Background: an optimization exercise with open tools, aiming at small area, a short achievable clock period and few clock cycles. Do not read the settings as production practice.
Where RTL was checked, it was by simulation tests only, not by an equivalence proof against the original.
Function not checked in run 2: the RTL went through the layout flow alone.

==> design/flow/design.v <==
module exu(
	input wire clk,
	input wire rstn,
	input wire [19:0] ex_sig,
	input wire [31:0] ex_src1,
	input wire [31:0] ex_src2,
	input wire ex_out_valid,
	output reg [31:0] ex_result,
	output wire [2:0] ex_exception,
	output reg ex_in_valid
	);
	assign ex_exception = 3'd0;
	reg st_mul, st_fa1, st_fa2, st_dneg, st_dnorm, st_diter, st_dfix,
	    st_x0, st_lm1, st_lm2;
	wire idle = ~(st_mul | st_fa1 | st_fa2 | st_dneg | st_dnorm | st_diter |
	              st_dfix | st_x0 | st_lm1 | st_lm2);
	reg ph_sq, ph_m1;      
	reg [32:0] MA;         
	reg [31:0] A, B, Q;
	reg [32:0] P;
	reg [12:0] X;
	reg [7:0] EY0, EY1;
	reg SY, SWP, F1, FSUB, SGL;
	reg [4:0] cnt;
	reg sA, sB;
	reg o_fdiv, o_div, o_rem, o_sdiv;
	reg SIGX, SIGD;
	reg [4:0] osel;        
	reg os_cmp, os_sg, R0;
	wire [31:0] i1 = ex_src1;
	wire [31:0] i2 = ex_src2;
	wire eq31 = i1[30:0] == i2[30:0];
	wire lt31 = i1[30:0] < i2[30:0];
	wire gt31 = ~lt31 & ~eq31;
	wire feq = eq31 & (i1[31] == i2[31]);
	wire flt = (i1[31] & ~i2[31]) | (~i1[31] & ~i2[31] & lt31) | (i1[31] & i2[31] & gt31);
	wire flt_r = (i2[31] & ~i1[31]) | (~i2[31] & ~i1[31] & gt31) | (i2[31] & i1[31] & lt31);
	wire fle = ~flt_r;
	wire cmp_bit = (ex_sig[12] & feq) | (ex_sig[13] & flt) | (ex_sig[14] & fle) |
	               (ex_sig[15] & i2[31]) | (ex_sig[16] & ~i2[31]);
	wire is_cmp = |ex_sig[16:12];
	wire is_imul = |ex_sig[3:0];
	wire is_div = |ex_sig[7:4];
	wire is_fadd = ex_sig[8] | ex_sig[9];
	wire [8:0] ed = {1'b0, i1[30:23]} - {1'b0, i2[30:23]};
	wire [7:0] sm_i = ed[8] ? (i2[30:23] - i1[30:23]) : ed[7:0];
	wire fa_sy = gt31 ? i1[31] : (i2[31] ^ ex_sig[9]);
	wire [32:0] ma = MA;
	wire last = cnt == 5'd0;
	wire sd = last & sB & Q[7];
	wire [40:0] t;
	mstep mstep_u (.ma(ma), .d({sd, Q[7:0]}), .P(P), .t(t));
	wire [22:0] mymux = P[23] ? P[22:0] : {P[21:0], Q[31]};
	wire [31:0] dmin = A;
	wire [32:0] dsub = {1'b0, dmin} - {1'b0, Q};
	wire dge = ~dsub[32];
	wire [32:0] dsubh = {1'b0, dmin} - {2'b0, Q[31:1]};
	wire [33:0] c3a = {2'b0, dmin}, c3b = ~{2'b0, Q}, c3c = ~{3'b0, Q[31:1]};
	wire [33:0] c3s = c3a ^ c3b ^ c3c;
	wire [33:0] c3c2 = {(c3a[32:0] & c3b[32:0]) | (c3a[32:0] & c3c[32:0]) | (c3b[32:0] & c3c[32:0]), 1'b1};
	wire [33:0] dsub3 = c3s + c3c2 + 34'd1;
	wire dge2 = dge ? ~dsub3[33] : ~dsubh[32];
	wire [31:0] dr1 = dge ? dsub[31:0] : dmin;
	wire [31:0] dr2 = SGL ? dr1 : (dge ? (dge2 ? dsub3[31:0] : dsub[31:0]) : (dge2 ? dsubh[31:0] : dmin));
	wire [31:0] dq2 = SGL ? {1'b0, Q[31:1]} : {2'b0, Q[31:2]};
	wire [31:0] negA = ~A + 32'd1;
	wire [31:0] negB = ~B + 32'd1;
	function [5:0] clz32(input [31:0] v);
		integer k;
		begin
			clz32 = 6'd32;
			for (k = 0; k < 32; k = k + 1)
				if (v[k]) clz32 = 6'd31 - k[5:0];
		end
	endfunction
	wire [5:0] clzA = clz32(A);
	wire [5:0] clzB = clz32(B);
	wire [6:0] nsh = {1'b0, clzB} - {1'b0, clzA};
	wire [31:0] Bsh = B << nsh[4:0];
	wire [7:0] SM = EY0;
	wire [22:0] m1a = SWP ? B[22:0] : A[22:0];
	wire [22:0] m2a = SWP ? A[22:0] : B[22:0];
	wire [7:0] e1a = SWP ? B[30:23] : A[30:23];
	wire pm = A[31] ^ B[31] ^ FSUB;
	wire flag1 = (SM[7:1] == 7'd0) & pm;
	wire [24:0] m2b = {1'b1, m2a, 1'b0} >> SM;
	wire [25:0] mya2 = {2'b01, m1a, 1'b0} + ({1'b0, m2b} ^ {26{pm}}) + {25'd0, pm};
	wire [22:0] my2 = mya2[25] ? mya2[24:2] : (mya2[24] ? mya2[23:1] : mya2[22:0]);
		wire [7:0] ey2 = mya2[25] ? e1a + 8'd1 : (mya2[24] ? e1a : ((|e1a) ? e1a - 8'd1 : 8'd0));
	wire [24:0] m2c = SM[0] ? {2'b01, m2a} : {1'b1, m2a, 1'b0};
	wire [24:0] m1c = {1'b1, m1a, 1'b0} - m2c;
	function [4:0] lzc25(input [24:0] v);
		integer k;
		begin
			lzc25 = 5'd25;
			for (k = 0; k < 25; k = k + 1)
				if (v[k]) lzc25 = 5'd24 - k[4:0];
		end
	endfunction
	wire [4:0] lz = lzc25(m1c);
	wire [24:0] m1s = m1c << lz;
	wire [8:0] ey1a = {1'b0, e1a} - {4'd0, lz};
	wire [7:0] ey1 = (ey1a[8] | ~|m1c) ? 8'd0 : ey1a[7:0];
	wire [31:0] fa_res = flag1 ? {SY, ey1, m1s[23:1]} : {SY, ey2, my2};
	wire [7:0] xe = o_fdiv ? P[30:23] : A[30:23];
	wire fzero = o_fdiv ? (P[30:23] == 8'd0) : 1'b0;
	wire mzero = ~o_fdiv & ((A[30:0] == 31'd0) | (B[30:0] == 31'd0));
	wire [9:0] D0 = mzero ? 10'h381 :
	                {2'b0, xe} + (o_fdiv ? ~{2'b0, B[30:23]} : {2'b0, B[30:23]}) + (o_fdiv ? 10'd127 : 10'h381);
	wire [9:0] D1 = D0 + 10'd1;
	wire [7:0] ey0_n = (D0[9] | fzero) ? 8'd0 : D0[7:0];
	wire [7:0] ey1_n = (D1[9] | fzero) ? 8'd0 : D1[7:0];
	wire [22:0] mix2 = {X[10:0], 12'd0} - mymux;
	always @(posedge clk) begin
		if (~rstn) begin
			{st_mul, st_fa1, st_fa2, st_dneg, st_dnorm, st_diter, st_dfix, st_x0, st_lm1, st_lm2} <= 10'd0;
			ex_in_valid <= 1'b0;
		end else begin
			ex_in_valid <= 1'b0;
			if (idle & ex_out_valid) begin
				A <= ex_sig[11] ? {7'd0, 1'b1, 13'd0, 11'd0} + {22'd0, 1'b1, ex_src2[22:13]} + 32'd1 : ex_src1;
				B <= ex_src2;
				sA <= ex_sig[1] | ex_sig[2];
				sB <= ex_sig[1];
				MA <= ex_sig[10] ? {10'd1, ex_src1[22:0]} : {(ex_sig[1] | ex_sig[2]) & ex_src1[31], ex_src1};
				ph_sq <= 1'b0;
				ph_m1 <= 1'b0;
				o_fdiv <= ex_sig[11];
				o_div <= ex_sig[4] | ex_sig[5];
				o_rem <= ex_sig[6] | ex_sig[7];
				o_sdiv <= ex_sig[4] | ex_sig[6];
				SIGX <= ex_src1[31];
				SIGD <= ex_src2[31];
				FSUB <= ex_sig[9];
				SY <= is_fadd ? fa_sy : (ex_src1[31] ^ ex_src2[31]);
				SWP <= lt31;
				EY0 <= sm_i;
				R0 <= cmp_bit;
				P <= ex_sig[11] ? {1'b0, ex_src1} : 33'd0;
				Q <= ex_sig[10] ? {8'd0, 1'b1, ex_src2[22:0]} :
				     ex_sig[11] ? {8'd0, 1'b1, ex_src2[22:13], 1'b1, 12'd0} : ex_src2;
				X <= 13'd0;
				cnt <= ex_sig[10] ? 5'd2 : ex_sig[11] ? 5'd6 : 5'd3;
				SGL <= 1'b1;
				os_cmp <= |ex_sig[14:12];
				os_sg <= ex_sig[15] | ex_sig[16];
				osel <= {ex_sig[10] | ex_sig[11], ex_sig[4] | ex_sig[5], ex_sig[6] | ex_sig[7], ex_sig[0], ~(ex_sig[0] | is_div | ex_sig[10] | ex_sig[11] | is_cmp)};
				ex_in_valid <= is_cmp;
				st_mul <= is_imul | ex_sig[10];
				st_fa1 <= is_fadd;
				st_dneg <= is_div & (ex_sig[4] | ex_sig[6]) & (ex_src1[31] | ex_src2[31]);
				st_dnorm <= is_div & ~((ex_sig[4] | ex_sig[6]) & (ex_src1[31] | ex_src2[31]));
				st_x0 <= ex_sig[11];
			end
			if (st_mul) begin
				P <= t[40:8];
				Q <= {t[7:0], Q[31:8]};
				if (~o_fdiv) EY0 <= ey0_n;
				if (~o_fdiv) EY1 <= ey1_n;
				cnt <= cnt - 5'd1;
				if (last) begin
					st_mul <= 1'b0;
					if (ph_sq) st_lm1 <= 1'b1;
					else if (ph_m1) st_lm2 <= 1'b1;
					else ex_in_valid <= 1'b1;
				end
			end
			if (st_fa1) begin
				P <= {1'b0, fa_res};
				st_fa1 <= 1'b0;
				ex_in_valid <= 1'b1;
			end
			if (st_dneg) begin
				if (o_sdiv & A[31]) A <= negA;
				if (o_sdiv & B[31]) B <= negB;
				st_dneg <= 1'b0;
				st_dnorm <= 1'b1;
			end
			if (st_dnorm) begin
				st_dnorm <= 1'b0;
				if (B == 32'd0) begin
					B <= 32'hffffffff;
					st_dfix <= 1'b1;
				end else if (nsh[6]) begin
					B <= 32'd0;
					st_dfix <= 1'b1;
				end else begin
					Q <= Bsh;
					B <= 32'd0;
					cnt <= {1'b0, nsh[4:1]};
					SGL <= ~nsh[0];
					st_diter <= 1'b1;
				end
			end
			if (st_diter) begin
				A <= dr2;
				B <= SGL ? {B[30:0], dge} : {B[29:0], dge, dge2};
				Q <= dq2;
				SGL <= 1'b0;
				cnt <= cnt - 5'd1;
				if (last) begin
					st_diter <= 1'b0;
					if ((o_sdiv & o_div & (SIGX ^ SIGD)) | (o_sdiv & o_rem & SIGX))
						st_dfix <= 1'b1;
					else
						ex_in_valid <= 1'b1;
				end
			end
			if (st_dfix) begin
				if (o_sdiv & o_div & (SIGX ^ SIGD)) B <= negB;
				if (o_sdiv & o_rem & SIGX) A <= negA;
				st_dfix <= 1'b0;
				ex_in_valid <= 1'b1;
			end
			if (st_x0) begin
				A <= dr2;
				X <= SGL ? {X[11:0], dge} : {X[10:0], dge, dge2};
				Q <= dq2;
				SGL <= 1'b0;
				EY0 <= ey0_n;
				EY1 <= ey1_n;
				cnt <= cnt - 5'd1;
				if (last) begin
					A <= P[31:0];
					P <= 33'd0;
					Q <= {16'd0, X[10:0], dge, dge2, 3'd0};
					cnt <= 5'd1;
					st_x0 <= 1'b0;
					st_mul <= 1'b1;
					MA <= {9'd0, X[10:0], dge, dge2, 11'd0};
					ph_sq <= 1'b1;
				end
			end
			if (st_lm1) begin
				P <= 33'd0;
				Q <= {8'd0, 1'b1, mymux};
				cnt <= 5'd2;
				MA <= {10'd1, B[22:0]};
				ph_sq <= 1'b0;
				ph_m1 <= 1'b1;
				st_lm1 <= 1'b0;
				st_mul <= 1'b1;
			end
			if (st_lm2) begin
				P <= 33'd0;
				Q <= {8'd0, 1'b1, mix2};
				cnt <= 5'd2;
				MA <= {10'd1, A[22:0]};
				ph_m1 <= 1'b0;
				st_lm2 <= 1'b0;
				st_mul <= 1'b1;
			end
		end
	end
	wire [31:0] fpack = {SY, P[23] ? EY1 : EY0, mymux};
	always @(*) begin
		ex_result = ({32{osel[0]}} & P[31:0]) |
		            ({32{osel[1]}} & Q) |
		            ({32{osel[2]}} & A) |
		            ({32{osel[3]}} & B) |
		            ({32{osel[4]}} & fpack) |
		            {os_sg & R0, {31{os_sg}} & A[30:0]} |
		            {31'd0, os_cmp & R0};
	end
endmodule
module mstep(input [32:0] ma, input [8:0] d, input [32:0] P, output [40:0] t);
wire one0 = d[0] ^ 1'b0;
wire two0 = (d[1] & ~d[0] & ~1'b0) | (~d[1] & d[0] & 1'b0);
wire neg0 = d[1];
wire pp0_0 = ((one0 & ma[0]) | (two0 & 1'b0)) ^ neg0;
wire pp0_1 = ((one0 & ma[1]) | (two0 & ma[0])) ^ neg0;
wire pp0_2 = ((one0 & ma[2]) | (two0 & ma[1])) ^ neg0;
wire pp0_3 = ((one0 & ma[3]) | (two0 & ma[2])) ^ neg0;
wire pp0_4 = ((one0 & ma[4]) | (two0 & ma[3])) ^ neg0;
wire pp0_5 = ((one0 & ma[5]) | (two0 & ma[4])) ^ neg0;
wire pp0_6 = ((one0 & ma[6]) | (two0 & ma[5])) ^ neg0;
wire pp0_7 = ((one0 & ma[7]) | (two0 & ma[6])) ^ neg0;
wire pp0_8 = ((one0 & ma[8]) | (two0 & ma[7])) ^ neg0;
wire pp0_9 = ((one0 & ma[9]) | (two0 & ma[8])) ^ neg0;
wire pp0_10 = ((one0 & ma[10]) | (two0 & ma[9])) ^ neg0;
wire pp0_11 = ((one0 & ma[11]) | (two0 & ma[10])) ^ neg0;
wire pp0_12 = ((one0 & ma[12]) | (two0 & ma[11])) ^ neg0;
wire pp0_13 = ((one0 & ma[13]) | (two0 & ma[12])) ^ neg0;
wire pp0_14 = ((one0 & ma[14]) | (two0 & ma[13])) ^ neg0;
wire pp0_15 = ((one0 & ma[15]) | (two0 & ma[14])) ^ neg0;
wire pp0_16 = ((one0 & ma[16]) | (two0 & ma[15])) ^ neg0;
wire pp0_17 = ((one0 & ma[17]) | (two0 & ma[16])) ^ neg0;
wire pp0_18 = ((one0 & ma[18]) | (two0 & ma[17])) ^ neg0;
wire pp0_19 = ((one0 & ma[19]) | (two0 & ma[18])) ^ neg0;
wire pp0_20 = ((one0 & ma[20]) | (two0 & ma[19])) ^ neg0;
wire pp0_21 = ((one0 & ma[21]) | (two0 & ma[20])) ^ neg0;
wire pp0_22 = ((one0 & ma[22]) | (two0 & ma[21])) ^ neg0;
wire pp0_23 = ((one0 & ma[23]) | (two0 & ma[22])) ^ neg0;
wire pp0_24 = ((one0 & ma[24]) | (two0 & ma[23])) ^ neg0;
wire pp0_25 = ((one0 & ma[25]) | (two0 & ma[24])) ^ neg0;
wire pp0_26 = ((one0 & ma[26]) | (two0 & ma[25])) ^ neg0;
wire pp0_27 = ((one0 & ma[27]) | (two0 & ma[26])) ^ neg0;
wire pp0_28 = ((one0 & ma[28]) | (two0 & ma[27])) ^ neg0;
wire pp0_29 = ((one0 & ma[29]) | (two0 & ma[28])) ^ neg0;
wire pp0_30 = ((one0 & ma[30]) | (two0 & ma[29])) ^ neg0;
wire pp0_31 = ((one0 & ma[31]) | (two0 & ma[30])) ^ neg0;
wire pp0_32 = ((one0 & ma[32]) | (two0 & ma[31])) ^ neg0;
wire pp0_33 = ((one0 & ma[32]) | (two0 & ma[32])) ^ neg0;
wire npp0_33 = ~pp0_33;
wire one1 = d[2] ^ d[1];
wire two1 = (d[3] & ~d[2] & ~d[1]) | (~d[3] & d[2] & d[1]);
wire neg1 = d[3];
wire pp1_0 = ((one1 & ma[0]) | (two1 & 1'b0)) ^ neg1;
wire pp1_1 = ((one1 & ma[1]) | (two1 & ma[0])) ^ neg1;
wire pp1_2 = ((one1 & ma[2]) | (two1 & ma[1])) ^ neg1;
wire pp1_3 = ((one1 & ma[3]) | (two1 & ma[2])) ^ neg1;
wire pp1_4 = ((one1 & ma[4]) | (two1 & ma[3])) ^ neg1;
wire pp1_5 = ((one1 & ma[5]) | (two1 & ma[4])) ^ neg1;
wire pp1_6 = ((one1 & ma[6]) | (two1 & ma[5])) ^ neg1;
wire pp1_7 = ((one1 & ma[7]) | (two1 & ma[6])) ^ neg1;
wire pp1_8 = ((one1 & ma[8]) | (two1 & ma[7])) ^ neg1;
wire pp1_9 = ((one1 & ma[9]) | (two1 & ma[8])) ^ neg1;
wire pp1_10 = ((one1 & ma[10]) | (two1 & ma[9])) ^ neg1;
wire pp1_11 = ((one1 & ma[11]) | (two1 & ma[10])) ^ neg1;
wire pp1_12 = ((one1 & ma[12]) | (two1 & ma[11])) ^ neg1;
wire pp1_13 = ((one1 & ma[13]) | (two1 & ma[12])) ^ neg1;
wire pp1_14 = ((one1 & ma[14]) | (two1 & ma[13])) ^ neg1;
wire pp1_15 = ((one1 & ma[15]) | (two1 & ma[14])) ^ neg1;
wire pp1_16 = ((one1 & ma[16]) | (two1 & ma[15])) ^ neg1;
wire pp1_17 = ((one1 & ma[17]) | (two1 & ma[16])) ^ neg1;
wire pp1_18 = ((one1 & ma[18]) | (two1 & ma[17])) ^ neg1;
wire pp1_19 = ((one1 & ma[19]) | (two1 & ma[18])) ^ neg1;
wire pp1_20 = ((one1 & ma[20]) | (two1 & ma[19])) ^ neg1;
wire pp1_21 = ((one1 & ma[21]) | (two1 & ma[20])) ^ neg1;
wire pp1_22 = ((one1 & ma[22]) | (two1 & ma[21])) ^ neg1;
wire pp1_23 = ((one1 & ma[23]) | (two1 & ma[22])) ^ neg1;
wire pp1_24 = ((one1 & ma[24]) | (two1 & ma[23])) ^ neg1;
wire pp1_25 = ((one1 & ma[25]) | (two1 & ma[24])) ^ neg1;
wire pp1_26 = ((one1 & ma[26]) | (two1 & ma[25])) ^ neg1;
wire pp1_27 = ((one1 & ma[27]) | (two1 & ma[26])) ^ neg1;
wire pp1_28 = ((one1 & ma[28]) | (two1 & ma[27])) ^ neg1;
wire pp1_29 = ((one1 & ma[29]) | (two1 & ma[28])) ^ neg1;
wire pp1_30 = ((one1 & ma[30]) | (two1 & ma[29])) ^ neg1;
wire pp1_31 = ((one1 & ma[31]) | (two1 & ma[30])) ^ neg1;
wire pp1_32 = ((one1 & ma[32]) | (two1 & ma[31])) ^ neg1;
wire pp1_33 = ((one1 & ma[32]) | (two1 & ma[32])) ^ neg1;
wire npp1_33 = ~pp1_33;
wire one2 = d[4] ^ d[3];
wire two2 = (d[5] & ~d[4] & ~d[3]) | (~d[5] & d[4] & d[3]);
wire neg2 = d[5];
wire pp2_0 = ((one2 & ma[0]) | (two2 & 1'b0)) ^ neg2;
wire pp2_1 = ((one2 & ma[1]) | (two2 & ma[0])) ^ neg2;
wire pp2_2 = ((one2 & ma[2]) | (two2 & ma[1])) ^ neg2;
wire pp2_3 = ((one2 & ma[3]) | (two2 & ma[2])) ^ neg2;
wire pp2_4 = ((one2 & ma[4]) | (two2 & ma[3])) ^ neg2;
wire pp2_5 = ((one2 & ma[5]) | (two2 & ma[4])) ^ neg2;
wire pp2_6 = ((one2 & ma[6]) | (two2 & ma[5])) ^ neg2;
wire pp2_7 = ((one2 & ma[7]) | (two2 & ma[6])) ^ neg2;
wire pp2_8 = ((one2 & ma[8]) | (two2 & ma[7])) ^ neg2;
wire pp2_9 = ((one2 & ma[9]) | (two2 & ma[8])) ^ neg2;
wire pp2_10 = ((one2 & ma[10]) | (two2 & ma[9])) ^ neg2;
wire pp2_11 = ((one2 & ma[11]) | (two2 & ma[10])) ^ neg2;
wire pp2_12 = ((one2 & ma[12]) | (two2 & ma[11])) ^ neg2;
wire pp2_13 = ((one2 & ma[13]) | (two2 & ma[12])) ^ neg2;
wire pp2_14 = ((one2 & ma[14]) | (two2 & ma[13])) ^ neg2;
wire pp2_15 = ((one2 & ma[15]) | (two2 & ma[14])) ^ neg2;
wire pp2_16 = ((one2 & ma[16]) | (two2 & ma[15])) ^ neg2;
wire pp2_17 = ((one2 & ma[17]) | (two2 & ma[16])) ^ neg2;
wire pp2_18 = ((one2 & ma[18]) | (two2 & ma[17])) ^ neg2;
wire pp2_19 = ((one2 & ma[19]) | (two2 & ma[18])) ^ neg2;
wire pp2_20 = ((one2 & ma[20]) | (two2 & ma[19])) ^ neg2;
wire pp2_21 = ((one2 & ma[21]) | (two2 & ma[20])) ^ neg2;
wire pp2_22 = ((one2 & ma[22]) | (two2 & ma[21])) ^ neg2;
wire pp2_23 = ((one2 & ma[23]) | (two2 & ma[22])) ^ neg2;
wire pp2_24 = ((one2 & ma[24]) | (two2 & ma[23])) ^ neg2;
wire pp2_25 = ((one2 & ma[25]) | (two2 & ma[24])) ^ neg2;
wire pp2_26 = ((one2 & ma[26]) | (two2 & ma[25])) ^ neg2;
wire pp2_27 = ((one2 & ma[27]) | (two2 & ma[26])) ^ neg2;
wire pp2_28 = ((one2 & ma[28]) | (two2 & ma[27])) ^ neg2;
wire pp2_29 = ((one2 & ma[29]) | (two2 & ma[28])) ^ neg2;
wire pp2_30 = ((one2 & ma[30]) | (two2 & ma[29])) ^ neg2;
wire pp2_31 = ((one2 & ma[31]) | (two2 & ma[30])) ^ neg2;
wire pp2_32 = ((one2 & ma[32]) | (two2 & ma[31])) ^ neg2;
wire pp2_33 = ((one2 & ma[32]) | (two2 & ma[32])) ^ neg2;
wire npp2_33 = ~pp2_33;
wire one3 = d[6] ^ d[5];
wire two3 = (d[7] & ~d[6] & ~d[5]) | (~d[7] & d[6] & d[5]);
wire neg3 = d[7];
wire pp3_0 = ((one3 & ma[0]) | (two3 & 1'b0)) ^ neg3;
wire pp3_1 = ((one3 & ma[1]) | (two3 & ma[0])) ^ neg3;
wire pp3_2 = ((one3 & ma[2]) | (two3 & ma[1])) ^ neg3;
wire pp3_3 = ((one3 & ma[3]) | (two3 & ma[2])) ^ neg3;
wire pp3_4 = ((one3 & ma[4]) | (two3 & ma[3])) ^ neg3;
wire pp3_5 = ((one3 & ma[5]) | (two3 & ma[4])) ^ neg3;
wire pp3_6 = ((one3 & ma[6]) | (two3 & ma[5])) ^ neg3;
wire pp3_7 = ((one3 & ma[7]) | (two3 & ma[6])) ^ neg3;
wire pp3_8 = ((one3 & ma[8]) | (two3 & ma[7])) ^ neg3;
wire pp3_9 = ((one3 & ma[9]) | (two3 & ma[8])) ^ neg3;
wire pp3_10 = ((one3 & ma[10]) | (two3 & ma[9])) ^ neg3;
wire pp3_11 = ((one3 & ma[11]) | (two3 & ma[10])) ^ neg3;
wire pp3_12 = ((one3 & ma[12]) | (two3 & ma[11])) ^ neg3;
wire pp3_13 = ((one3 & ma[13]) | (two3 & ma[12])) ^ neg3;
wire pp3_14 = ((one3 & ma[14]) | (two3 & ma[13])) ^ neg3;
wire pp3_15 = ((one3 & ma[15]) | (two3 & ma[14])) ^ neg3;
wire pp3_16 = ((one3 & ma[16]) | (two3 & ma[15])) ^ neg3;
wire pp3_17 = ((one3 & ma[17]) | (two3 & ma[16])) ^ neg3;
wire pp3_18 = ((one3 & ma[18]) | (two3 & ma[17])) ^ neg3;
wire pp3_19 = ((one3 & ma[19]) | (two3 & ma[18])) ^ neg3;
wire pp3_20 = ((one3 & ma[20]) | (two3 & ma[19])) ^ neg3;
wire pp3_21 = ((one3 & ma[21]) | (two3 & ma[20])) ^ neg3;
wire pp3_22 = ((one3 & ma[22]) | (two3 & ma[21])) ^ neg3;
wire pp3_23 = ((one3 & ma[23]) | (two3 & ma[22])) ^ neg3;
wire pp3_24 = ((one3 & ma[24]) | (two3 & ma[23])) ^ neg3;
wire pp3_25 = ((one3 & ma[25]) | (two3 & ma[24])) ^ neg3;
wire pp3_26 = ((one3 & ma[26]) | (two3 & ma[25])) ^ neg3;
wire pp3_27 = ((one3 & ma[27]) | (two3 & ma[26])) ^ neg3;
wire pp3_28 = ((one3 & ma[28]) | (two3 & ma[27])) ^ neg3;
wire pp3_29 = ((one3 & ma[29]) | (two3 & ma[28])) ^ neg3;
wire pp3_30 = ((one3 & ma[30]) | (two3 & ma[29])) ^ neg3;
wire pp3_31 = ((one3 & ma[31]) | (two3 & ma[30])) ^ neg3;
wire pp3_32 = ((one3 & ma[32]) | (two3 & ma[31])) ^ neg3;
wire pp3_33 = ((one3 & ma[32]) | (two3 & ma[32])) ^ neg3;
wire npp3_33 = ~pp3_33;
wire u = d[7] & ~d[8];
wire ur_0 = u & ma[0];
wire ur_1 = u & ma[1];
wire ur_2 = u & ma[2];
wire ur_3 = u & ma[3];
wire ur_4 = u & ma[4];
wire ur_5 = u & ma[5];
wire ur_6 = u & ma[6];
wire ur_7 = u & ma[7];
wire ur_8 = u & ma[8];
wire ur_9 = u & ma[9];
wire ur_10 = u & ma[10];
wire ur_11 = u & ma[11];
wire ur_12 = u & ma[12];
wire ur_13 = u & ma[13];
wire ur_14 = u & ma[14];
wire ur_15 = u & ma[15];
wire ur_16 = u & ma[16];
wire ur_17 = u & ma[17];
wire ur_18 = u & ma[18];
wire ur_19 = u & ma[19];
wire ur_20 = u & ma[20];
wire ur_21 = u & ma[21];
wire ur_22 = u & ma[22];
wire ur_23 = u & ma[23];
wire ur_24 = u & ma[24];
wire ur_25 = u & ma[25];
wire ur_26 = u & ma[26];
wire ur_27 = u & ma[27];
wire ur_28 = u & ma[28];
wire ur_29 = u & ma[29];
wire ur_30 = u & ma[30];
wire ur_31 = u & ma[31];
wire nur_32 = ~(u & ma[32]);
wire nP32 = ~P[32];
wire r1 = pp0_32 ^ pp1_30;
wire r2 = pp0_32 & pp1_30;
wire r3 = pp0_4 ^ pp1_2;
wire r4 = pp0_4 & pp1_2;
wire r5 = pp0_5 ^ pp1_3;
wire r6 = pp0_5 & pp1_3;
wire r7 = pp0_6 ^ pp1_4 ^ pp2_2;
wire r8 = (pp0_6 & pp1_4) | (pp0_6 & pp2_2) | (pp1_4 & pp2_2);
wire r9 = pp3_0 ^ neg3;
wire r10 = pp3_0 & neg3;
wire r11 = pp0_7 ^ pp1_5 ^ pp2_3;
wire r12 = (pp0_7 & pp1_5) | (pp0_7 & pp2_3) | (pp1_5 & pp2_3);
wire r13 = pp3_1 ^ P[7];
wire r14 = pp3_1 & P[7];
wire r15 = pp0_8 ^ pp1_6 ^ pp2_4;
wire r16 = (pp0_8 & pp1_6) | (pp0_8 & pp2_4) | (pp1_6 & pp2_4);
wire r17 = pp3_2 ^ ur_0 ^ P[8];
wire r18 = (pp3_2 & ur_0) | (pp3_2 & P[8]) | (ur_0 & P[8]);
wire r19 = pp0_9 ^ pp1_7 ^ pp2_5;
wire r20 = (pp0_9 & pp1_7) | (pp0_9 & pp2_5) | (pp1_7 & pp2_5);
wire r21 = pp3_3 ^ ur_1 ^ P[9];
wire r22 = (pp3_3 & ur_1) | (pp3_3 & P[9]) | (ur_1 & P[9]);
wire r23 = pp0_10 ^ pp1_8 ^ pp2_6;
wire r24 = (pp0_10 & pp1_8) | (pp0_10 & pp2_6) | (pp1_8 & pp2_6);
wire r25 = pp3_4 ^ ur_2 ^ P[10];
wire r26 = (pp3_4 & ur_2) | (pp3_4 & P[10]) | (ur_2 & P[10]);
wire r27 = pp0_11 ^ pp1_9 ^ pp2_7;
wire r28 = (pp0_11 & pp1_9) | (pp0_11 & pp2_7) | (pp1_9 & pp2_7);
wire r29 = pp3_5 ^ ur_3 ^ P[11];
wire r30 = (pp3_5 & ur_3) | (pp3_5 & P[11]) | (ur_3 & P[11]);
wire r31 = pp0_12 ^ pp1_10 ^ pp2_8;
wire r32 = (pp0_12 & pp1_10) | (pp0_12 & pp2_8) | (pp1_10 & pp2_8);
wire r33 = pp3_6 ^ ur_4 ^ P[12];
wire r34 = (pp3_6 & ur_4) | (pp3_6 & P[12]) | (ur_4 & P[12]);
wire r35 = pp0_13 ^ pp1_11 ^ pp2_9;
wire r36 = (pp0_13 & pp1_11) | (pp0_13 & pp2_9) | (pp1_11 & pp2_9);
wire r37 = pp3_7 ^ ur_5 ^ P[13];
wire r38 = (pp3_7 & ur_5) | (pp3_7 & P[13]) | (ur_5 & P[13]);
wire r39 = pp0_14 ^ pp1_12 ^ pp2_10;
wire r40 = (pp0_14 & pp1_12) | (pp0_14 & pp2_10) | (pp1_12 & pp2_10);
wire r41 = pp3_8 ^ ur_6 ^ P[14];
wire r42 = (pp3_8 & ur_6) | (pp3_8 & P[14]) | (ur_6 & P[14]);
wire r43 = pp0_15 ^ pp1_13 ^ pp2_11;
wire r44 = (pp0_15 & pp1_13) | (pp0_15 & pp2_11) | (pp1_13 & pp2_11);
wire r45 = pp3_9 ^ ur_7 ^ P[15];
wire r46 = (pp3_9 & ur_7) | (pp3_9 & P[15]) | (ur_7 & P[15]);
wire r47 = pp0_16 ^ pp1_14 ^ pp2_12;
wire r48 = (pp0_16 & pp1_14) | (pp0_16 & pp2_12) | (pp1_14 & pp2_12);
wire r49 = pp3_10 ^ ur_8 ^ P[16];
wire r50 = (pp3_10 & ur_8) | (pp3_10 & P[16]) | (ur_8 & P[16]);
wire r51 = pp0_17 ^ pp1_15 ^ pp2_13;
wire r52 = (pp0_17 & pp1_15) | (pp0_17 & pp2_13) | (pp1_15 & pp2_13);
wire r53 = pp3_11 ^ ur_9 ^ P[17];
wire r54 = (pp3_11 & ur_9) | (pp3_11 & P[17]) | (ur_9 & P[17]);
wire r55 = pp0_18 ^ pp1_16 ^ pp2_14;
wire r56 = (pp0_18 & pp1_16) | (pp0_18 & pp2_14) | (pp1_16 & pp2_14);
wire r57 = pp3_12 ^ ur_10 ^ P[18];
wire r58 = (pp3_12 & ur_10) | (pp3_12 & P[18]) | (ur_10 & P[18]);
wire r59 = pp0_19 ^ pp1_17 ^ pp2_15;
wire r60 = (pp0_19 & pp1_17) | (pp0_19 & pp2_15) | (pp1_17 & pp2_15);
wire r61 = pp3_13 ^ ur_11 ^ P[19];
wire r62 = (pp3_13 & ur_11) | (pp3_13 & P[19]) | (ur_11 & P[19]);
wire r63 = pp0_20 ^ pp1_18 ^ pp2_16;
wire r64 = (pp0_20 & pp1_18) | (pp0_20 & pp2_16) | (pp1_18 & pp2_16);
wire r65 = pp3_14 ^ ur_12 ^ P[20];
wire r66 = (pp3_14 & ur_12) | (pp3_14 & P[20]) | (ur_12 & P[20]);
wire r67 = pp0_21 ^ pp1_19 ^ pp2_17;
wire r68 = (pp0_21 & pp1_19) | (pp0_21 & pp2_17) | (pp1_19 & pp2_17);
wire r69 = pp3_15 ^ ur_13 ^ P[21];
wire r70 = (pp3_15 & ur_13) | (pp3_15 & P[21]) | (ur_13 & P[21]);
wire r71 = pp0_22 ^ pp1_20 ^ pp2_18;
wire r72 = (pp0_22 & pp1_20) | (pp0_22 & pp2_18) | (pp1_20 & pp2_18);
wire r73 = pp3_16 ^ ur_14 ^ P[22];
wire r74 = (pp3_16 & ur_14) | (pp3_16 & P[22]) | (ur_14 & P[22]);
wire r75 = pp0_23 ^ pp1_21 ^ pp2_19;
wire r76 = (pp0_23 & pp1_21) | (pp0_23 & pp2_19) | (pp1_21 & pp2_19);
wire r77 = pp3_17 ^ ur_15 ^ P[23];
wire r78 = (pp3_17 & ur_15) | (pp3_17 & P[23]) | (ur_15 & P[23]);
wire r79 = pp0_24 ^ pp1_22 ^ pp2_20;
wire r80 = (pp0_24 & pp1_22) | (pp0_24 & pp2_20) | (pp1_22 & pp2_20);
wire r81 = pp3_18 ^ ur_16 ^ P[24];
wire r82 = (pp3_18 & ur_16) | (pp3_18 & P[24]) | (ur_16 & P[24]);
wire r83 = pp0_25 ^ pp1_23 ^ pp2_21;
wire r84 = (pp0_25 & pp1_23) | (pp0_25 & pp2_21) | (pp1_23 & pp2_21);
wire r85 = pp3_19 ^ ur_17 ^ P[25];
wire r86 = (pp3_19 & ur_17) | (pp3_19 & P[25]) | (ur_17 & P[25]);
wire r87 = pp0_26 ^ pp1_24 ^ pp2_22;
wire r88 = (pp0_26 & pp1_24) | (pp0_26 & pp2_22) | (pp1_24 & pp2_22);
wire r89 = pp3_20 ^ ur_18 ^ P[26];
wire r90 = (pp3_20 & ur_18) | (pp3_20 & P[26]) | (ur_18 & P[26]);
wire r91 = pp0_27 ^ pp1_25 ^ pp2_23;
wire r92 = (pp0_27 & pp1_25) | (pp0_27 & pp2_23) | (pp1_25 & pp2_23);
wire r93 = pp3_21 ^ ur_19 ^ P[27];
wire r94 = (pp3_21 & ur_19) | (pp3_21 & P[27]) | (ur_19 & P[27]);
wire r95 = pp0_28 ^ pp1_26 ^ pp2_24;
wire r96 = (pp0_28 & pp1_26) | (pp0_28 & pp2_24) | (pp1_26 & pp2_24);
wire r97 = pp3_22 ^ ur_20 ^ P[28];
wire r98 = (pp3_22 & ur_20) | (pp3_22 & P[28]) | (ur_20 & P[28]);
wire r99 = pp0_29 ^ pp1_27 ^ pp2_25;
wire r100 = (pp0_29 & pp1_27) | (pp0_29 & pp2_25) | (pp1_27 & pp2_25);
wire r101 = pp3_23 ^ ur_21 ^ P[29];
wire r102 = (pp3_23 & ur_21) | (pp3_23 & P[29]) | (ur_21 & P[29]);
wire r103 = pp0_30 ^ pp1_28 ^ pp2_26;
wire r104 = (pp0_30 & pp1_28) | (pp0_30 & pp2_26) | (pp1_28 & pp2_26);
wire r105 = pp3_24 ^ ur_22 ^ P[30];
wire r106 = (pp3_24 & ur_22) | (pp3_24 & P[30]) | (ur_22 & P[30]);
wire r107 = pp0_31 ^ pp1_29 ^ pp2_27;
wire r108 = (pp0_31 & pp1_29) | (pp0_31 & pp2_27) | (pp1_29 & pp2_27);
wire r109 = pp3_25 ^ ur_23 ^ P[31];
wire r110 = (pp3_25 & ur_23) | (pp3_25 & P[31]) | (ur_23 & P[31]);
wire r111 = r1 ^ pp2_28 ^ pp3_26;
wire r112 = (r1 & pp2_28) | (r1 & pp3_26) | (pp2_28 & pp3_26);
wire r113 = ur_24 ^ nP32 ^ 1'b1;
wire r114 = (ur_24 & nP32) | (ur_24 & 1'b1) | (nP32 & 1'b1);
wire r115 = r2 ^ npp0_33 ^ pp1_31;
wire r116 = (r2 & npp0_33) | (r2 & pp1_31) | (npp0_33 & pp1_31);
wire r117 = pp2_29 ^ pp3_27 ^ ur_25;
wire r118 = (pp2_29 & pp3_27) | (pp2_29 & ur_25) | (pp3_27 & ur_25);
wire r119 = pp1_32 ^ pp2_30 ^ pp3_28;
wire r120 = (pp1_32 & pp2_30) | (pp1_32 & pp3_28) | (pp2_30 & pp3_28);
wire r121 = ur_26 ^ 1'b1;
wire r122 = ur_26 & 1'b1;
wire r123 = npp1_33 ^ pp2_31 ^ pp3_29;
wire r124 = (npp1_33 & pp2_31) | (npp1_33 & pp3_29) | (pp2_31 & pp3_29);
wire r125 = pp2_32 ^ pp3_30;
wire r126 = pp2_32 & pp3_30;
wire r127 = pp0_2 ^ pp1_0;
wire r128 = pp0_2 & pp1_0;
wire r129 = pp0_3 ^ pp1_1;
wire r130 = pp0_3 & pp1_1;
wire r131 = r3 ^ pp2_0 ^ neg2;
wire r132 = (r3 & pp2_0) | (r3 & neg2) | (pp2_0 & neg2);
wire r133 = r4 ^ r5 ^ pp2_1;
wire r134 = (r4 & r5) | (r4 & pp2_1) | (r5 & pp2_1);
wire r135 = r6 ^ r7 ^ r9;
wire r136 = (r6 & r7) | (r6 & r9) | (r7 & r9);
wire r137 = r8 ^ r10 ^ r11;
wire r138 = (r8 & r10) | (r8 & r11) | (r10 & r11);
wire r139 = r12 ^ r14 ^ r15;
wire r140 = (r12 & r14) | (r12 & r15) | (r14 & r15);
wire r141 = r16 ^ r18 ^ r19;
wire r142 = (r16 & r18) | (r16 & r19) | (r18 & r19);
wire r143 = r20 ^ r22 ^ r23;
wire r144 = (r20 & r22) | (r20 & r23) | (r22 & r23);
wire r145 = r24 ^ r26 ^ r27;
wire r146 = (r24 & r26) | (r24 & r27) | (r26 & r27);
wire r147 = r28 ^ r30 ^ r31;
wire r148 = (r28 & r30) | (r28 & r31) | (r30 & r31);
wire r149 = r32 ^ r34 ^ r35;
wire r150 = (r32 & r34) | (r32 & r35) | (r34 & r35);
wire r151 = r36 ^ r38 ^ r39;
wire r152 = (r36 & r38) | (r36 & r39) | (r38 & r39);
wire r153 = r40 ^ r42 ^ r43;
wire r154 = (r40 & r42) | (r40 & r43) | (r42 & r43);
wire r155 = r44 ^ r46 ^ r47;
wire r156 = (r44 & r46) | (r44 & r47) | (r46 & r47);
wire r157 = r48 ^ r50 ^ r51;
wire r158 = (r48 & r50) | (r48 & r51) | (r50 & r51);
wire r159 = r52 ^ r54 ^ r55;
wire r160 = (r52 & r54) | (r52 & r55) | (r54 & r55);
wire r161 = r56 ^ r58 ^ r59;
wire r162 = (r56 & r58) | (r56 & r59) | (r58 & r59);
wire r163 = r60 ^ r62 ^ r63;
wire r164 = (r60 & r62) | (r60 & r63) | (r62 & r63);
wire r165 = r64 ^ r66 ^ r67;
wire r166 = (r64 & r66) | (r64 & r67) | (r66 & r67);
wire r167 = r68 ^ r70 ^ r71;
wire r168 = (r68 & r70) | (r68 & r71) | (r70 & r71);
wire r169 = r72 ^ r74 ^ r75;
wire r170 = (r72 & r74) | (r72 & r75) | (r74 & r75);
wire r171 = r76 ^ r78 ^ r79;
wire r172 = (r76 & r78) | (r76 & r79) | (r78 & r79);
wire r173 = r80 ^ r82 ^ r83;
wire r174 = (r80 & r82) | (r80 & r83) | (r82 & r83);
wire r175 = r84 ^ r86 ^ r87;
wire r176 = (r84 & r86) | (r84 & r87) | (r86 & r87);
wire r177 = r88 ^ r90 ^ r91;
wire r178 = (r88 & r90) | (r88 & r91) | (r90 & r91);
wire r179 = r92 ^ r94 ^ r95;
wire r180 = (r92 & r94) | (r92 & r95) | (r94 & r95);
wire r181 = r96 ^ r98 ^ r99;
wire r182 = (r96 & r98) | (r96 & r99) | (r98 & r99);
wire r183 = r100 ^ r102 ^ r103;
wire r184 = (r100 & r102) | (r100 & r103) | (r102 & r103);
wire r185 = r104 ^ r106 ^ r107;
wire r186 = (r104 & r106) | (r104 & r107) | (r106 & r107);
wire r187 = r108 ^ r110 ^ r111;
wire r188 = (r108 & r110) | (r108 & r111) | (r110 & r111);
wire r189 = r112 ^ r114 ^ r115;
wire r190 = (r112 & r114) | (r112 & r115) | (r114 & r115);
wire r191 = r116 ^ r118 ^ r119;
wire r192 = (r116 & r118) | (r116 & r119) | (r118 & r119);
wire r193 = r120 ^ r122 ^ r123;
wire r194 = (r120 & r122) | (r120 & r123) | (r122 & r123);
wire r195 = r124 ^ r125 ^ ur_28;
wire r196 = (r124 & r125) | (r124 & ur_28) | (r125 & ur_28);
wire r197 = r126 ^ npp2_33 ^ pp3_31;
wire r198 = (r126 & npp2_33) | (r126 & pp3_31) | (npp2_33 & pp3_31);
wire r199 = pp3_32 ^ ur_30;
wire r200 = pp3_32 & ur_30;
wire r201 = pp0_0 ^ neg0;
wire r202 = pp0_0 & neg0;
wire r203 = pp0_1 ^ P[1];
wire r204 = pp0_1 & P[1];
wire r205 = r127 ^ neg1 ^ P[2];
wire r206 = (r127 & neg1) | (r127 & P[2]) | (neg1 & P[2]);
wire r207 = r128 ^ r129 ^ P[3];
wire r208 = (r128 & r129) | (r128 & P[3]) | (r129 & P[3]);
wire r209 = r130 ^ r131 ^ P[4];
wire r210 = (r130 & r131) | (r130 & P[4]) | (r131 & P[4]);
wire r211 = r132 ^ r133 ^ P[5];
wire r212 = (r132 & r133) | (r132 & P[5]) | (r133 & P[5]);
wire r213 = r134 ^ r135 ^ P[6];
wire r214 = (r134 & r135) | (r134 & P[6]) | (r135 & P[6]);
wire r215 = r136 ^ r137 ^ r13;
wire r216 = (r136 & r137) | (r136 & r13) | (r137 & r13);
wire r217 = r138 ^ r139 ^ r17;
wire r218 = (r138 & r139) | (r138 & r17) | (r139 & r17);
wire r219 = r140 ^ r141 ^ r21;
wire r220 = (r140 & r141) | (r140 & r21) | (r141 & r21);
wire r221 = r142 ^ r143 ^ r25;
wire r222 = (r142 & r143) | (r142 & r25) | (r143 & r25);
wire r223 = r144 ^ r145 ^ r29;
wire r224 = (r144 & r145) | (r144 & r29) | (r145 & r29);
wire r225 = r146 ^ r147 ^ r33;
wire r226 = (r146 & r147) | (r146 & r33) | (r147 & r33);
wire r227 = r148 ^ r149 ^ r37;
wire r228 = (r148 & r149) | (r148 & r37) | (r149 & r37);
wire r229 = r150 ^ r151 ^ r41;
wire r230 = (r150 & r151) | (r150 & r41) | (r151 & r41);
wire r231 = r152 ^ r153 ^ r45;
wire r232 = (r152 & r153) | (r152 & r45) | (r153 & r45);
wire r233 = r154 ^ r155 ^ r49;
wire r234 = (r154 & r155) | (r154 & r49) | (r155 & r49);
wire r235 = r156 ^ r157 ^ r53;
wire r236 = (r156 & r157) | (r156 & r53) | (r157 & r53);
wire r237 = r158 ^ r159 ^ r57;
wire r238 = (r158 & r159) | (r158 & r57) | (r159 & r57);
wire r239 = r160 ^ r161 ^ r61;
wire r240 = (r160 & r161) | (r160 & r61) | (r161 & r61);
wire r241 = r162 ^ r163 ^ r65;
wire r242 = (r162 & r163) | (r162 & r65) | (r163 & r65);
wire r243 = r164 ^ r165 ^ r69;
wire r244 = (r164 & r165) | (r164 & r69) | (r165 & r69);
wire r245 = r166 ^ r167 ^ r73;
wire r246 = (r166 & r167) | (r166 & r73) | (r167 & r73);
wire r247 = r168 ^ r169 ^ r77;
wire r248 = (r168 & r169) | (r168 & r77) | (r169 & r77);
wire r249 = r170 ^ r171 ^ r81;
wire r250 = (r170 & r171) | (r170 & r81) | (r171 & r81);
wire r251 = r172 ^ r173 ^ r85;
wire r252 = (r172 & r173) | (r172 & r85) | (r173 & r85);
wire r253 = r174 ^ r175 ^ r89;
wire r254 = (r174 & r175) | (r174 & r89) | (r175 & r89);
wire r255 = r176 ^ r177 ^ r93;
wire r256 = (r176 & r177) | (r176 & r93) | (r177 & r93);
wire r257 = r178 ^ r179 ^ r97;
wire r258 = (r178 & r179) | (r178 & r97) | (r179 & r97);
wire r259 = r180 ^ r181 ^ r101;
wire r260 = (r180 & r181) | (r180 & r101) | (r181 & r101);
wire r261 = r182 ^ r183 ^ r105;
wire r262 = (r182 & r183) | (r182 & r105) | (r183 & r105);
wire r263 = r184 ^ r185 ^ r109;
wire r264 = (r184 & r185) | (r184 & r109) | (r185 & r109);
wire r265 = r186 ^ r187 ^ r113;
wire r266 = (r186 & r187) | (r186 & r113) | (r187 & r113);
wire r267 = r188 ^ r189 ^ r117;
wire r268 = (r188 & r189) | (r188 & r117) | (r189 & r117);
wire r269 = r190 ^ r191 ^ r121;
wire r270 = (r190 & r191) | (r190 & r121) | (r191 & r121);
wire r271 = r192 ^ r193 ^ ur_27;
wire r272 = (r192 & r193) | (r192 & ur_27) | (r193 & ur_27);
wire r273 = r194 ^ r195 ^ 1'b1;
wire r274 = (r194 & r195) | (r194 & 1'b1) | (r195 & 1'b1);
wire r275 = r196 ^ r197 ^ ur_29;
wire r276 = (r196 & r197) | (r196 & ur_29) | (r197 & ur_29);
wire r277 = r198 ^ r199 ^ 1'b1;
wire r278 = (r198 & r199) | (r198 & 1'b1) | (r199 & 1'b1);
wire r279 = r200 ^ npp3_33 ^ ur_31;
wire r280 = (r200 & npp3_33) | (r200 & ur_31) | (npp3_33 & ur_31);
wire [40:0] sx = {r280,r278,r276,r274,r272,r270,r268,r266,r264,r262,r260,r258,r256,r254,r252,r250,r248,r246,r244,r242,r240,r238,r236,r234,r232,r230,r228,r226,r224,r222,r220,r218,r216,r214,r212,r210,r208,r206,r204,r202,r201};
wire [40:0] sy = {nur_32,r279,r277,r275,r273,r271,r269,r267,r265,r263,r261,r259,r257,r255,r253,r251,r249,r247,r245,r243,r241,r239,r237,r235,r233,r231,r229,r227,r225,r223,r221,r219,r217,r215,r213,r211,r209,r207,r205,r203,P[0]};
assign t = sx + sy;
endmodule
==> design/flow/flow/run.sh <==
#!/bin/bash
# The standard layout (standard.sh: ORFS synthesis to finish, unchanged
# scripts and settings), with two changes to how the layout is made:
#  - port buffers are buf_2 cells (buffer_ports otherwise picks the slow
#    clkdlybuf4s50 delay cell for every input and output port);
#  - the resizer may swap cells of different footprints when it repairs
#    timing (the platform sets MATCH_CELL_FOOTPRINT = 1).
# make's full output goes to orfs_make.log in the work folder; ORFS keeps
# each tool's log under orfs/logs/.
set -euo pipefail
bash standard.sh MATCH_CELL_FOOTPRINT=0 "BUFFER_PORTS_ARGS=-buffer_cell sky130_fd_sc_hd__buf_2" finish > orfs_make.log 2>&1
==> design/flow/standard.sh <==
#!/bin/bash
# synth_recipe.tcl (not shown) runs the flow's synth.tcl, then flattens the netlist and writes it again
# the make line also repeats each setting of config.mk as NAME=value (left out here)
make -C /OpenROAD-flow-scripts/flow DESIGN_CONFIG=/design/flow/config.mk WORK_HOME=/design/flow/orfs CLKGATE_MAP_FILE= SYNTH_SCRIPT=/design/flow/synth_recipe.tcl "${@:-finish}"
==> design/flow/config.mk <==
export PLATFORM = sky130hd
export DESIGN_NAME = exu
export DESIGN_NICKNAME = exu
export VERILOG_FILES = /design/flow/design.v
export SDC_FILE = /design/flow/constraint.sdc
export NUM_CORES = 4
export LEC_CHECK = 0
export ABC_CLOCK_PERIOD_IN_PS = 5000
export CAP_MARGIN = 30
export CORE_MARGIN = 2
export CORE_UTILIZATION = 45
export SETUP_SLACK_MARGIN = 4
export SLEW_MARGIN = 30
export TNS_END_PERCENT = 10
==> design/flow/constraint.sdc <==
create_clock -name core_clock -period 10.0 [get_ports {clk}]
set_input_delay 2.0000 -clock core_clock [delete_from_list [all_inputs] [get_ports {clk}]]
set_output_delay 2.0000 -clock core_clock [all_outputs]
set_load 0.01 [all_outputs]
==> results of run 1 <==
layout make-up:
class	instances	share of cell area
Clock inverter	22	0.004493
Clock buffer	32	0.01498
Sequential cell	223	0.1326
Tap cell	1276	0.03202
Timing Repair Buffer	427	0.06950
Inverter	419	0.03275
Antenna cell	10	0.0005020
Multi-Input combinational cell	4674	0.7132
synthesized netlist by cell type (all sizes together), types with 153 or more instances:
master,count,share of area
xnor2,321,0.064
clkbuf,383,0.033
fa,166,0.076
nor2,377,0.032
edfxtp,213,0.15
a211oi,174,0.030
a22oi,153,0.026
mux2i,223,0.051
a21oi,491,0.056
o21ai,373,0.043
inv,416,0.036
nand2,612,0.052
ha,287,0.082
cells by family after synthesis:
group	count (synthesis)	synth area share
xor+xnor	402	0.08045
mux	305	0.08076
buf+inv	867	0.07523
other cells	1	0.00008550
fa+ha+maj	453	0.1576
compound gates	1904	0.2868
flops	223	0.1504
simple gates	1605	0.1686
flip-flops by register name, indices dropped and copies added, names as in the netlist, 5 cells and up:
register	count
EY0	8
cnt	5
osel	5
B	32
P	33
MA	33
Q	32
X	11
A	32
EY1	8
path summary, 6_finish.rpt:
check	startpoint	endpoint	slack, ns
max	Q[1]	P[29]	3.46
min	ph_sq	st_lm2	0.48
max reg2reg	Q[1]	P[29]	3.46
min reg2reg	ph_sq	st_lm2	0.48
through the flow:
stage / hold WS, ns / instances
finish: 0.4841 / 7083
CTS: 0.4793 / 7020
detailed placement: 0.4694 / 6864
global route: 0.5098 / 7073
floorplan: 0.4514 / 5762
global placement: 0.4695 / 6864
repair_timing:
action,CTS,global route
hold endpoints to repair,0,0
gates resized for setup,230,114
gates cloned,4,4
buffers inserted,98,48
pin swaps,69,53
endpoints found under the setup margin,107,106
metal layers:
metal | wire length, um | vias up
li1 | - | 21050
met1 | 88590 | 23520
met2 | 90800 | 3690
met3 | 32900 | 812
met4 | 18120 | 16
met5 | 192 | -
==> parameters.txt, run 1 <==
Parameter                              Value

Yosys
  Share of synthesized area occupied by flip-flops and latches ... 0.1504
  Most instantiated flip-flop cell in the synthesis netlist ... edfxtp_1
  Async set-reset flop share out of synthesis ... 0
  Post-synthesis sequential element count ... 223
  Number of distinct library cells after synthesis ... 103
  Synthesized netlist cell count ... 5760
  Cell area after technology mapping ... 43860 um^2
  Number of enable-type register cells in the synthesized netlist ... 213
  Synthesized area per cell ... 7.614 um^2
  Synth warn ... 1

Global route
  Global routing usage on met2 ... 0.6216
  Number of antenna violations at the first check in global routing ... 12
  Global-route wire length before repair ... 321300 um
  Met3 demand-to-capacity share in global routing ... 0.1606
  Global routing met1 resource utilization ... 0.5793
  Vias in the first global route ... 44.01k
  Pin count of the biggest net entering global routing ... 124
  Tot GR Track Use ... 0.4436
  Most used routing layer in global routing ... met2
  Grt total ovfl ... 0

Layout
  Final core utilization ... 0.5155
  Proportion of layout cells with a drive suffix above 1 ... 0.1458
  Most frequent cells in the layout ... nand2_1, a21oi_1, inv_1
  Area overhead of the layout relative to synthesis ... 13.67%
  Area of combinational cells with multiple inputs ... 35550 um^2
  Commonest non-fill, non-tap cell in the layout ... nand2_1
  Register area ... 6609 um^2
  Design Area, Final ... 49850 um^2
  Nets ... 6314
  Layout fillers ... 9563

STA
  Count of final hold-check violations ... 0
  Slew Viols, Final ... 0
  Final period demand of the worst path ... 6.541 ns
  Actual transition at the worst max-transition pin ... 1.178 ns
  Setup-failing EPs final ... 0
  Period utilisation layout ... 0.6541
  Relative slew slack ... 0.2147
  RSZ-0062 raised after global routing ... true
  Total negative setup slack ... 0 ns
  Max Clk Rate ... 0.1529 GHz
  Final setup margin ... 3.459 ns
  Post-Route Skew ... 0.03793 ns

Clocking
  Root buffer selected by CTS ... clkbuf_16
  Worst-skew pair later-pin latency ... 0.65 ns
  Clock tree from TritonCTS ... yes
  Clock Pin Slew Worst Setup and Hold Paths ... 0.07 ns
  Clock tree buffer depth ... 3
  Sink count of the clock tree ... 223
  H-tree levels ... 1
  Hold Buf Count CTS ... 0
  TritonCTS Buffers ... 29

Placement
  Area after DPL ... 45890 um^2
  Global placement routability congestion ... 1.083
  Port bufs ... 116
  Hpwl dp ... 171900 um
  Post-Place Setup Slack ... 1.973 ns

Route
  Vias after detailed routing ... 49.08k
  Total length of routed wires ... 230600 um
  DRC ... 0
  WL per Instance ... 32.56 um
  Detail Route Antenna Nets ... 0
  Number of DRC violations after detailed-routing iteration 0 ... 7441
  Pre-antenna DRT Iters ... 12
  Avg Vias per Cell ... 6.930

Outcome
  Status ... complete, no violations

Critical path
  CP endpoint kind ... register
  Critical Path Source Type ... register
  WP buf/inv ... 5
  Top cell family by delay on the critical path ... compound AO/OA/AOI/OAI gates
  Worst reg-to-reg path cell count ... 27
  Crit Path Class ... register to register
  Critical path data required time ... 10.36 ns
  CP max-delay cell ... fa_1
  Cell depth of the worst setup path ... 27
  Max FO, Critical Path ... 5
  Critical path arrival ... 6.90 ns
  Delay of the slowest cell on the worst path ... 0.53 ns

Floorplan
  Initial cell density of the core ... 0.4535
  Core Box Area ... 96710 um^2
  Top-level I/O count ... 123
  Die Height ... 316.2 um
  Horizontal die dimension ... 316.2 um
  Core Rows ... 114
  Area enclosed by the die boundary ... 99980 um^2

Hold path
  Cell count of the worst hold path ... 1
  Min-delay worst type ... register to register

Flow run
  Number of max-capacitance violations reported ... 0
Testbench counts, summed over its fixed seeds: cycles 125,594.
==> run 2: changes to the inputs <==
--- a/design/flow/design.v
+++ b/design/flow/design.v
@@ -20,7 +20,7 @@
 	reg [32:0] P;
 	reg [12:0] X;
 	reg [7:0] EY0, EY1;
-	reg SY, SWP, F1, FSUB, SGL;
+	reg SY, SGL;
 	reg [4:0] cnt;
 	reg sA, sB;
 	reg o_fdiv, o_div, o_rem, o_sdiv;
@@ -78,10 +78,10 @@
 	wire [6:0] nsh = {1'b0, clzB} - {1'b0, clzA};
 	wire [31:0] Bsh = B << nsh[4:0];
 	wire [7:0] SM = EY0;
-	wire [22:0] m1a = SWP ? B[22:0] : A[22:0];
-	wire [22:0] m2a = SWP ? A[22:0] : B[22:0];
-	wire [7:0] e1a = SWP ? B[30:23] : A[30:23];
-	wire pm = A[31] ^ B[31] ^ FSUB;
+	wire [22:0] m1a = A[22:0];
+	wire [22:0] m2a = B[22:0];
+	wire [7:0] e1a = A[30:23];
+	wire pm = A[31] ^ B[31];
 	wire flag1 = (SM[7:1] == 7'd0) & pm;
 	wire [24:0] m2b = {1'b1, m2a, 1'b0} >> SM;
 	wire [25:0] mya2 = {2'b01, m1a, 1'b0} + ({1'b0, m2b} ^ {26{pm}}) + {25'd0, pm};
@@ -118,8 +118,9 @@
 		end else begin
 			ex_in_valid <= 1'b0;
 			if (idle & ex_out_valid) begin
-				A <= ex_sig[11] ? {7'd0, 1'b1, 13'd0, 11'd0} + {22'd0, 1'b1, ex_src2[22:13]} + 32'd1 : ex_src1;
-				B <= ex_src2;
+				A <= ex_sig[11] ? {7'd0, 1'b1, 13'd0, 11'd0} + {22'd0, 1'b1, ex_src2[22:13]} + 32'd1 :
+				     (is_fadd & lt31) ? {ex_src2[31] ^ ex_sig[9], ex_src2[30:0]} : ex_src1;
+				B <= (is_fadd & lt31) ? ex_src1 : is_fadd ? {ex_src2[31] ^ ex_sig[9], ex_src2[30:0]} : ex_src2;
 				sA <= ex_sig[1] | ex_sig[2];
 				sB <= ex_sig[1];
 				MA <= ex_sig[10] ? {10'd1, ex_src1[22:0]} : {(ex_sig[1] | ex_sig[2]) & ex_src1[31], ex_src1};
@@ -131,9 +132,7 @@
 				o_sdiv <= ex_sig[4] | ex_sig[6];
 				SIGX <= ex_src1[31];
 				SIGD <= ex_src2[31];
-				FSUB <= ex_sig[9];
 				SY <= is_fadd ? fa_sy : (ex_src1[31] ^ ex_src2[31]);
-				SWP <= lt31;
 				EY0 <= sm_i;
 				R0 <= cmp_bit;
 				P <= ex_sig[11] ? {1'b0, ex_src1} : 33'd0;
==> design/flow/run.sh (new file) <==
#!/bin/bash
# synth_recipe.tcl (not shown) runs the flow's synth.tcl, then flattens the netlist and writes it again
# the make line also repeats each setting of config.mk as NAME=value (left out here)
make -C /OpenROAD-flow-scripts/flow DESIGN_CONFIG=/design/flow/config.mk WORK_HOME=/design/flow/orfs CLKGATE_MAP_FILE= SYNTH_SCRIPT=/design/flow/synth_recipe.tcl finish
removed: design/flow/flow/run.sh
removed: design/flow/standard.sh
==> run 2 against run 1 <==
Effect of this change:
- still clean
- non-clock buffer count increased by 55
- register-to-register slack got worse by 0.40 ns
- die area decreased by 0.66%
- flip-flop and latch count decreased by 2
- via count increased by 1.8%
- first-iteration DRC count decreased by 1.4%
- critical endpoint is now P[31]
- global-route usage increased by 2.6 points
- critical path depth decreased by 3
- count of clock-buffer cells in the layout increased by 6
- highest routed layer unchanged
- fmax decreased by 5.7%
- utilization increased by 1.5 points
==> parameters.txt, run 2 <==
Parameter                              Value

Clocking
  Clock Pin Slew Worst Setup and Hold Paths ... 0.06 ns
  Clock tree from TritonCTS ... yes
  Sink count of the clock tree ... 221
  TritonCTS Buffers ... 29
  Worst-skew pair later-pin latency ... 0.65 ns
  Clock tree buffer depth ... 3
  Root buffer selected by CTS ... clkbuf_16
  Hold Buf Count CTS ... 0
  H-tree levels ... 1

STA
  Final setup margin ... 3.062 ns
  Minimum hold slack ... 0.4986 ns
  Max Clk Rate ... 0.1441 GHz
  Count of final hold-check violations ... 0
  Final period demand of the worst path ... 6.938 ns
  Setup-failing EPs final ... 0
  Slew Viols, Final ... 0
  RSZ-0062 raised after global routing ... true
  Post-Route Skew ... 0.04390 ns
  Relative slew slack ... 0.2846
  Actual transition at the worst max-transition pin ... 1.064 ns
  Period utilisation layout ... 0.6938
  Total negative setup slack ... 0 ns

Yosys
  Most instantiated cells after synthesis ... a21oi_1, nand2_1, nor2_1
  Largest area contributor in the netlist ... edfxtp_1
  Synthesized netlist cell count ... 5777
  Post-synthesis sequential element count ... 221
  Number of enable-type register cells in the synthesized netlist ... 211
  Number of distinct library cells after synthesis ... 106
  Top post-synthesis cells by area ... edfxtp_1, ha_1, fa_1
  Synthesized area per cell ... 7.541 um^2
  Post-synth top area share ... 0.1454
  Synth warn ... 1
  Most repeated cell in the gate-level netlist after synthesis ... a21oi_1
  Async set-reset flop share out of synthesis ... 0
  Share of synthesized area occupied by flip-flops and latches ... 0.1500
  Cell area after technology mapping ... 43570 um^2
  Most instantiated flip-flop cell in the synthesis netlist ... edfxtp_1

Critical path
  Crit path capture ... P[31]
  CP endpoint kind ... register
  Worst reg-to-reg path cell count ... 24
  RR Startpoint ... Q[2]
  Crit path launch ... Q[2]
  Critical path arrival ... 7.30 ns
  Critical Path Source Type ... register
  Crit Path Class ... register to register
  R2R setup slack ... 3.06 ns
  Critical path data required time ... 10.36 ns
  Max FO, Critical Path ... 4
  Worst flop-to-flop path endpoint ... P[31]

Route
  WL per Instance ... 34.05 um
  Number of DRC violations after detailed-routing iteration 0 ... 7334
  DRC ... 0
  Avg Vias per Cell ... 6.979
  Total length of routed wires ... 243900 um
  Pre-antenna DRT Iters ... 9
  Vias after detailed routing ... 49.99k
  Detail Route Antenna Nets ... 0

Global route
  Tot GR Track Use ... 0.4698
  Global-route wire length before repair ... 337000 um
  Pin count of the biggest net entering global routing ... 108
  Number of antenna violations at the first check in global routing ... 22
  Vias in the first global route ... 45.24k
  Grt total ovfl ... 0

Floorplan
  Core Rows ... 114
  Die Height ... 315.2 um
  Horizontal die dimension ... 315.2 um
  Initial cell density of the core ... 0.4525
  Top-level I/O count ... 123
  Area enclosed by the die boundary ... 99320 um^2
  Core Box Area ... 96280 um^2

Outcome
  Status ... complete, no violations

Placement
  Post-Place Setup Slack ... 1.748 ns
  Global placement routability congestion ... 1.049
  Port bufs ... 116
  Placed cells ... 6897
  Hpwl dp ... 182200 um

Layout
  Final standard cell count with taps included and fillers excluded ... 7162
  Nets ... 6388
  Proportion of layout cells with a drive suffix above 1 ... 0.1372
  Commonest non-fill, non-tap cell in the layout ... nand2_1
  Area overhead of the layout relative to synthesis ... 17.23%
  Most frequent cells in the layout ... nand2_1, a21oi_1, nor2_1
  Largest registers ... MA (33), P (33)

Hold path
  Min-delay worst type ... register to register
  Cell count of the worst hold path ... 1

Flow run
  Number of max-capacitance violations reported ... 0
[run 2: cell count changes after synthesis, moves of 22 or more]
cell	previous run	this run
mux4_2	34	3
nand3_1	103	125
a21oi_1	490	554
o22ai_1	26	48
a22oi_1	153	127
nand2_1	611	542
inv_1	415	355
a221oi_1	44	15
a221o_1	13	49
xnor2_1	320	296
nor2_1	377	436
[run 2: timing repair]
action	4_1_cts	5_1_grt
resized for setup	265	144
endpoints found under the setup margin	135	140
setup buffers	118	61
gates cloned	11	6
pin swaps	79	31
[run 2: per-stage QoR]
| step | cell area, um^2 | utilization |
|---|---|---|
| global route | 51030 | 0.5300 |
| finish | 51070 | 0.5305 |
| global placement | 46340 | 0.4813 |
| CTS | 49810 | 0.5173 |
| floorplan | 43940 | - |
| detailed placement | 46370 | 0.4816 |
[run 2: cell type report]
| cell class | count | area [um^2] |
|---|---|---|
| antenna | 17 | 42.54 |
| clock buffer | 38 | 779.5 |
| clock inverter | 14 | 122.6 |
| fill | 9422 | 45210 |
| inverter | 362 | 1421 |
| multi-input combinational | 4748 | 35990 |
| sequential | 221 | 6545 |
| tap | 1276 | 1597 |
| timing repair buffer | 482 | 4552 |
| timing repair inverter | 4 | 25.02 |
[run 2: how the worst min path moves through the flow]
stage          startpoint  endpoint
2_1_floorplan       ph_sq    st_lm2
3_3_place_gp        ph_sq    st_lm2
3_5_place_dp        ph_sq    st_lm2
4_1_cts             ph_sq    st_lm2
5_1_grt             ph_sq    st_lm2
6_report            ph_sq    st_lm2
[run 2: metal layers]
layer,vias to the layer above,part of all wire,global-route usage
met5,-,0.00097,0
met4,10,0.085,0.3157
met3,783,0.13,0.1498
met2,3573,0.40,0.6668
met1,24260,0.38,0.6053
li1,21360,-,-
[run 2: logic make-up after synthesis]
logic type | synth area share
other | 0.00008607
buffers and inverters | 0.07148
AOI/OAI and AO/OA | 0.3027
muxes | 0.06737
adders and majority gates | 0.1587
and+or+nand+nor | 0.1713
DFF | 0.1500
xor gates and xnor gates | 0.07840
[run 2: critical path, cell delays in order, from the launching register on]
cell	delay, ns
edfxtp_1	0.54
clkinvlp_4	0.28
ha_4	0.38
buf_6	0.14
a22oi_2	0.08
xnor2_1	0.18
fa_1	0.55
inv_2	0.05
fa_1	0.46
fa_1	0.55
ha_4	0.21
a21o_1	0.16
a21o_1	0.19
a2111oi_4	0.46
o311ai_4	0.23
o221ai_4	0.15
o21ai_2	0.10
a41oi_2	0.24
a21oi_2	0.14
a211oi_2	0.37
nor3_4	0.09
a221oi_2	0.33
xor2_2	0.38
a2111oi_2	0.13
a31o_2	0.26

## re-timing with driven ports
No port has a modelled driver above. Below, the same layouts with a new extraction and two added sets of constraints.
Step 1: set_driving_cell puts a clkbuf_16 on clk and a buf_2 on each other input, an assumption about the parent block.
Step 2, shift: input delay + t, output delay - t, t = (earliest + latest rising clock arrival at the registers) / 2. This alone moves slack from input paths to output paths.
Slacks: ideal / step 1 / step 2; pairs: ideal / step 1.
| run | t, ns | setup WS [ns] | latest minus earliest clock arrival (ns) |
|---|---|---|---|
| run 1 | 0.708 | 3.459 / 3.459 / 3.459 | 0.038 / 0.038 |
| run 2 | 0.699 | 3.062 / 3.062 / 2.930 | 0.044 / 0.044 |
After both steps setup and hold are still met in every run listed. The setup slack of run 2, which loses most, moves by 0.000 ns with the drivers and by -0.132 ns with both steps.
